Context: an optimization exercise on an open-source flow, tuned for small area, a short achievable clock period and few clock cycles per item. The choices shown serve that exercise and are no tape-out recipe.
The RTL was checked by simulation tests, not by an equivalence proof against the original design.

==> flow/design.v <==
module ysyx_041461_DIV(
    input  wire   [0:0]  clk          ,
    input  wire   [0:0]  rst          ,
    input  wire   [0:0]  DIV_valid_in ,
    input  wire   [0:0]  DIV_signed   ,
    input  wire   [0:0]  DIV_divw     ,
    input  wire   [63:0] DIV_dividend ,
    input  wire   [63:0] DIV_divisor  ,
    output reg    [0:0]  DIV_valid_out,
    output wire   [63:0] DIV_quotient ,
    output wire   [63:0] DIV_remainder
);
localparam S_IDLE  = 3'd0;
localparam S_ABS   = 3'd1;
localparam S_LZ    = 3'd2;
localparam S_ALIGN = 3'd3;
localparam S_ITER  = 3'd4;
localparam S_CORR  = 3'd5;
localparam S_FIX   = 3'd6;
localparam S_DONE  = 3'd7;
reg  [2:0]  state;
reg  [64:0] R;       
reg  [63:0] D;       
reg  [63:0] Q;       
reg  [5:0]  cnt;     
reg         rneg;    
reg         dneg;    
reg         w32;     
assign DIV_quotient  = Q;
assign DIV_remainder = R[63:0];
wire        a_sb  = DIV_divw ? DIV_dividend[31] : DIV_dividend[63];
wire        b_sb  = DIV_divw ? DIV_divisor[31]  : DIV_divisor[63];
wire        a_neg = DIV_signed & a_sb;
wire        b_neg = DIV_signed & b_sb;
wire [63:0] a_ext = {DIV_dividend[63:32] & {32{~DIV_divw}}, DIV_dividend[31:0]};
wire [63:0] b_ext = {DIV_divisor[63:32]  & {32{~DIV_divw}}, DIV_divisor[31:0]};
function [2:0] lz4(input [3:0] x);
    lz4 = x[3] ? 3'd0 : x[2] ? 3'd1 : x[1] ? 3'd2 : x[0] ? 3'd3 : 3'd4;
endfunction
function [4:0] lz16(input [15:0] x);
    reg [2:0] a, b, c, d;
    begin
        a = lz4(x[15:12]); b = lz4(x[11:8]); c = lz4(x[7:4]); d = lz4(x[3:0]);
        lz16 = !a[2] ? {3'd0, a[1:0]} : !b[2] ? {3'd1, b[1:0]} :
               !c[2] ? {3'd2, c[1:0]} : !d[2] ? {3'd3, d[1:0]} : 5'd16;
    end
endfunction
function [6:0] lz64(input [63:0] x);
    reg [4:0] a, b, c, d;
    begin
        a = lz16(x[63:48]); b = lz16(x[47:32]); c = lz16(x[31:16]); d = lz16(x[15:0]);
        lz64 = !a[4] ? {3'd0, a[3:0]} : !b[4] ? {3'd1, b[3:0]} :
               !c[4] ? {3'd2, c[3:0]} : !d[4] ? {3'd3, d[3:0]} : 7'd64;
    end
endfunction
function [64:0] add65(input [64:0] a, input [64:0] b, input cin);
    reg [64:0] g, p, G, P;
    integer i, l, j;
    begin
        g = a & b;
        p = a ^ b;
        G = g;
        P = p;
        G[0] = g[0] | (p[0] & cin);
        for (l = 0; l < 7; l = l + 1)
            for (i = 0; i < 65; i = i + 1)
                if ((i >> l) & 1) begin
                    j = ((i >> l) << l) - 1;
                    G[i] = G[i] | (P[i] & G[j]);
                    P[i] = P[i] & P[j];
                end
        add65 = p ^ {G[63:0], cin};
    end
endfunction
wire       need_fix = rneg | dneg;
wire [6:0] lz_r = lz64(R[63:0]);
wire [6:0] lz_d = lz64(D);
wire [5:0] sdiff = lz_d[5:0] - lz_r[5:0];
wire       d_zero = lz_d[6];
wire       s_zero = lz_d == lz_r;
wire       do_lz = (state == S_LZ) | ((state == S_ABS) & ~need_fix);
wire        sub = ~R[64];
wire [64:0] sum = add65(R, {1'b0, D} ^ {65{sub}}, sub);
wire        no_iter = d_zero | sum[64];         
wire [5:0]  step = (cnt[5:4] != 2'd0) ? 6'd16 : (cnt[3:2] != 2'd0) ? 6'd4 : 6'd1;
wire        al_last = cnt == step;
wire [5:0]  shifted = Q[5:0] + step;
always @(posedge clk or posedge rst) begin
    if (rst) begin
        state         <= S_IDLE;
        DIV_valid_out <= 1'b0;
    end
    else begin
        DIV_valid_out <= 1'b0;
        case (state)
            S_IDLE:  if (DIV_valid_in) state <= S_ABS;
            S_ABS,
            S_LZ:    if (state == S_ABS && need_fix) state <= S_LZ;
                     else if (no_iter) begin
                         state <= need_fix ? S_FIX : S_DONE;
                         DIV_valid_out <= ~need_fix;
                     end
                     else state <= s_zero ? S_ITER : S_ALIGN;
            S_ALIGN: if (al_last) state <= S_ITER;
            S_ITER:  if (cnt == 6'd0) begin
                         if (sum[64]) state <= S_CORR;
                         else begin
                             state <= need_fix ? S_FIX : S_DONE;
                             DIV_valid_out <= ~need_fix;
                         end
                     end
            S_CORR:  begin
                         state <= need_fix ? S_FIX : S_DONE;
                         DIV_valid_out <= ~need_fix;
                     end
            S_FIX:   begin state <= S_DONE; DIV_valid_out <= 1'b1; end
            default: state <= S_IDLE;
        endcase
    end
end
always @(posedge clk) begin
    case (state)
        S_IDLE: begin
            R    <= {1'b0, a_ext};
            D    <= b_ext;
            rneg <= a_neg;
            dneg <= b_neg;
            w32  <= DIV_divw;
        end
        S_ABS,
        S_LZ: begin
            if (do_lz) begin
                Q   <= {64{d_zero}};
                cnt <= sdiff;
            end
            else begin
                if (rneg) R <= {1'b0, -{R[63:32] | {32{w32}}, R[31:0]}};
                if (dneg) D <= -{D[63:32] | {32{w32}}, D[31:0]};
            end
        end
        S_ALIGN: begin
            D  <= (step == 6'd16) ? {D[47:0], 16'b0} :
                  (step == 6'd4)  ? {D[59:0], 4'b0}  : {D[62:0], 1'b0};
            Q[5:0] <= al_last ? 6'd0 : shifted;
            cnt    <= al_last ? shifted : cnt - step;
        end
        S_ITER: begin
            R   <= sum;
            Q   <= {Q[62:0], ~sum[64]};
            if (cnt != 6'd0) D <= {1'b0, D[63:1]};
            cnt <= cnt - 6'd1;
        end
        S_CORR: begin
            R   <= sum;
        end
        S_FIX: begin
            if (rneg)        R <= {1'b0, -R[63:0]};
            if (rneg ^ dneg) Q <= -Q;
        end
        default: ;
    endcase
end
endmodule
Settings: LEC_CHECK=0, CAP_MARGIN=70, CORE_MARGIN=2, CORE_UTILIZATION=60, SETUP_SLACK_MARGIN=5, SLEW_MARGIN=70; clock period 11.0 ns.
run.sh (not shown) runs the stock make flow with config.mk's settings and CLKGATE_MAP_FILE= SYNTH_SCRIPT=/design/flow/synth_recipe.tcl, a recipe that flattens the netlist after the stock synthesis.
The starting point produced a clean layout.
Testbench counts at the start, summed over its fixed seeds: cycles 20,075, items 1,600.
Then changed:
CAP_MARGIN = 60   (was 70)
CORE_UTILIZATION = 70   (was 60)
PLACE_DENSITY = 0.75   (was not set)
SLEW_MARGIN = 60   (was 70)
Setup slack is worse by 0.10 ns.
Sequential share of layout area goes up by 0.97 points.
Final area went down by 3.8%.
Core utilization rose by 9.2 points.
Fmax drops by 2.1%.
Wire length rose by 2.2%.
Clock skew is higher by 0.0090 ns.
